This is an optimization exercise on Yosys and OpenROAD, whose aim is a short achievable clock period and few clock cycles, not a production implementation.
Function was checked by simulation only, so behaviour that the tests miss may differ from the original.
Power is estimated from default activity; no workload was simulated.

Setup of build 34:
## zmips
module zmips(
    input [31:0] i_data,
    output [31:0] i_addr, d_addr, d_data_o,
    input [31:0] d_data_i,
    input clk, rst,  
    output d_wr, d_rd
    );
Settings: LEC_CHECK=0, ABC_CLOCK_PERIOD_IN_PS=3000, CAP_MARGIN=30, CORE_MARGIN=2, CORE_UTILIZATION=40, SLEW_MARGIN=30; clock period 9.0 ns.
standard.sh (not shown) runs the stock make flow with config.mk's settings and CLKGATE_MAP_FILE= SYNTH_SCRIPT=/design/flow/synth_recipe.tcl, a recipe that flattens the netlist after the stock synthesis.
==> flow/flow/run.sh <==
#!/bin/bash
set -eo pipefail
bash standard.sh SETUP_SLACK_MARGIN=6 finish > standard.log 2>&1
Testbench counts of build 34, summed over its fixed seeds: cycles 46,278.
diff inputs: build 34 => trial 74
-- flow/design.v --
<<< build 34, line 190
logic        e_s_add, e_s_and, e_s_or, e_s_xor, e_s_shl, e_s_shr, e_s_pass;  
logic        e_q_and, e_q_or, e_q_xor, e_q_pass;  
logic        e_zs_add, e_zs_and, e_zs_or, e_zs_xor, e_zs_shl, e_zs_shr, e_zs_pass;
logic        e_zq_and, e_zq_or, e_zq_xor, e_zq_pass;
logic [3:0]  e_l1, e_l2, e_r1, e_r2;    
logic [1:0]  e_l3, e_r3;
>>> trial 74, line 190
logic        e_s_add, e_s_and, e_s_or, e_s_xor, e_s_shl, e_s_shr, e_s_pass;  
logic        e_q_and, e_q_or, e_q_xor, e_q_pass;  
logic [3:0]  e_l1, e_l2, e_r1, e_r2;    
logic [1:0]  e_l3, e_r3;
<<< build 34, line 205
logic [31:0] e_target, e_pc4;
logic        m_wr, m_ld, m_st, m_rd_v;
logic        w_wr;          
logic [4:0]  w_rd;          
logic [31:0] w_val;         
logic [4:0]  m_rd;
logic [31:0] m_res, m_data;
>>> trial 74, line 203
logic [31:0] e_target, e_pc4;
logic        m_wr, m_ld, m_st, m_rd_v;
logic [4:0]  m_rd;
logic [31:0] m_res, m_data;
<<< build 34, line 274
    else if (d_rs == 5'd30) d_rsv = r30;
    else if (m_wr && m_rd == d_rs) d_rsv = wb_val;
    else if (w_wr && w_rd == d_rs) d_rsv = w_val;
    else                    d_rsv = d_rf_rs;
end
>>> trial 74, line 269
    else if (d_rs == 5'd30) d_rsv = r30;
    else if (m_wr && m_rd == d_rs) d_rsv = wb_val;
    else                    d_rsv = d_rf_rs;
end
<<< build 34, line 281
    else if (d_rt == 5'd30) d_rtv = r30;
    else if (m_wr && m_rd == d_rt) d_rtv = wb_val;
    else if (w_wr && w_rd == d_rt) d_rtv = w_val;
    else                    d_rtv = d_rf_rt;
end
>>> trial 74, line 275
    else if (d_rt == 5'd30) d_rtv = r30;
    else if (m_wr && m_rd == d_rt) d_rtv = wb_val;
    else                    d_rtv = d_rf_rt;
end
<<< build 34, line 365
logic d_lfw;
assign d_lfw = e_ld & ((e_hit_rs & d_rfmt) | (e_hit_rt & d_useb));
logic d_wzr;
assign d_wzr = d_rfmt & ~d_jmp & ~d_b1 & d_ir[2];
always_ff @(posedge clk) begin
    if (rst || e_redirect || stall || !d_valid) begin
>>> trial 74, line 358
logic d_lfw;
assign d_lfw = e_ld & ((e_hit_rs & d_rfmt) | (e_hit_rt & d_useb));
always_ff @(posedge clk) begin
    if (rst || e_redirect || stall || !d_valid) begin
<<< build 34, line 388
    e_q_xor  <= ~d_li & ~d_b0 & (d_ir[5:4] == 2'b11) & d_lfw;
    e_q_pass <= (d_li | (d_b0 & (d_ir[5:4] == 2'b00))) & d_lfw;
    e_zs_add  <= d_wzr & ~d_b0 & (d_ir[5:4] == 2'b00);
    e_zs_and  <= d_wzr & ~d_b0 & (d_ir[5:4] == 2'b01) & ~d_lfw;
    e_zs_or   <= d_wzr & ~d_b0 & (d_ir[5:4] == 2'b10) & ~d_lfw;
    e_zs_xor  <= d_wzr & ~d_b0 & (d_ir[5:4] == 2'b11) & ~d_lfw;
    e_zs_shl  <= d_wzr & d_b0 & (d_ir[5:4] == 2'b01);
    e_zs_shr  <= d_wzr & d_b0 & d_ir[5];
    e_zs_pass <= d_wzr & d_b0 & (d_ir[5:4] == 2'b00) & ~d_lfw;
    e_zq_and  <= d_wzr & ~d_b0 & (d_ir[5:4] == 2'b01) & d_lfw;
    e_zq_or   <= d_wzr & ~d_b0 & (d_ir[5:4] == 2'b10) & d_lfw;
    e_zq_xor  <= d_wzr & ~d_b0 & (d_ir[5:4] == 2'b11) & d_lfw;
    e_zq_pass <= d_wzr & d_b0 & (d_ir[5:4] == 2'b00) & d_lfw;
    e_s_shl  <= d_shl;
    e_s_shr  <= ~d_li & d_b0 & d_ir[5];
>>> trial 74, line 379
    e_q_xor  <= ~d_li & ~d_b0 & (d_ir[5:4] == 2'b11) & d_lfw;
    e_q_pass <= (d_li | (d_b0 & (d_ir[5:4] == 2'b00))) & d_lfw;
    e_s_shl  <= d_shl;
    e_s_shr  <= ~d_li & d_b0 & d_ir[5];
<<< build 34, line 470
assign e_y = e_yr | e_yq;
assign e_co = (e_s_add & e_sum_c) | (e_s_shl & e_lv3[32]) | (e_s_shr & e_rv3[0]);
assign e_zero = (e_zs_add & e_sum_z) | (e_zs_and & ~|e_and) | (e_zs_or & ~|e_or) |
                (e_zs_xor & ~|e_xor) | (e_zs_shl & ~|e_lv3[31:0]) |
                (e_zs_shr & ~|e_rv3[32:1]) | (e_zs_pass & ~|e_a) |
                (e_zq_and & ~|e_qand) | (e_zq_or & ~|e_qor) | (e_zq_xor & ~|e_qxor) |
                (e_zq_pass & ~|e_la);
always_ff @(posedge clk) begin
    if (rst) begin
>>> trial 74, line 450
assign e_y = e_yr | e_yq;
assign e_co = (e_s_add & e_sum_c) | (e_s_shl & e_lv3[32]) | (e_s_shr & e_rv3[0]);
assign e_zero = (e_s_add & e_sum_z) | (e_s_and & ~|e_and) | (e_s_or & ~|e_or) |
                (e_s_xor & ~|e_xor) | (e_s_shl & ~|e_lv3[31:0]) |
                (e_s_shr & ~|e_rv3[32:1]) | (e_s_pass & ~|e_a) |
                (e_q_and & ~|e_qand) | (e_q_or & ~|e_qor) | (e_q_xor & ~|e_qxor) |
                (e_q_pass & ~|e_la);
always_ff @(posedge clk) begin
    if (rst) begin
<<< build 34, line 516
assign d_rd     = m_ld;
always_ff @(posedge clk) begin
    w_rd  <= m_rd;
    w_val <= wb_val;
    if (rst) w_wr <= 1'b0;
    else     w_wr <= m_wr;
    if (w_wr) rf[w_rd] <= w_val;
end
endmodule
>>> trial 74, line 496
assign d_rd     = m_ld;
always_ff @(posedge clk) begin
    if (m_wr) rf[m_rd] <= wb_val;
end
endmodule
Results
- Trial 74 vs build 34, number of setup buffers added after CTS went down by about 16%.
- Max switching part of the total power across trial 74 and build 34: trial 74
- As far as setup-violating endpoint count in the final report goes, build 34 and trial 74 are indistinguishable; the numbers are identical.
- Comparing trial 74 and build 34, cell count after synthesis is higher on build 34.
- Lower share of power burned in the clock network goes to trial 74 over build 34.
- Between build 34 and trial 74, the sequential element share of the synthesized area figures differ only marginally.
- In the reports for trial 74 and build 34, the smaller final period demand of the worst path belongs to build 34.
- Trial 74 against build 34; clock network power is down by a little under 10%.
- Compared with build 34, trial 74 shows count of vias placed by the detailed router that has gone down by a few percent.
- Diff build 34..trial 74 | I/O pin total | unchanged
- From build 34 to trial 74 the numbers moved as follows: count of sequential standard cells went down; clock-buffer cell count picked up an extra 13.
- The wire length on met2 of trial 74 falls short of that of build 34 by about 1.8%.
Testbench counts of trial 74, summed over its fixed seeds: cycles 46,278.

[re-timing with driven ports]
The results above use ideal ports. As a check the final layouts listed here were re-extracted and re-timed, cells and wires unchanged.
Step 1 sets driving cells, clkbuf_16 on the clock port and buf_2 on the other inputs (assumed; they add their load-dependent delay and slew).
Step 2 adds t to the input delays and takes it off the output delays; t is the mean of the earliest and latest rising clock arrival at the registers after step 1. Input paths then give back, and output paths get back, about the clock's delay inside the block.
a / b / c = no drivers / after step 1 / after step 2; a / b = the first two.
| run | t (ns) | setup WS [ns] | worst register clock-pin slew, ns |
|---|---|---|---|
| build 34 | 0.916 | 5.515 / 5.551 / 4.635 | 0.08 / 0.08 |
| trial 74 | 0.916 | 5.481 / 5.481 / 4.744 | 0.07 / 0.07 |
After both steps setup and hold are still met in every run listed. The setup slack of build 34, which loses most, moves by +0.036 ns with the drivers and by -0.880 ns with both steps.
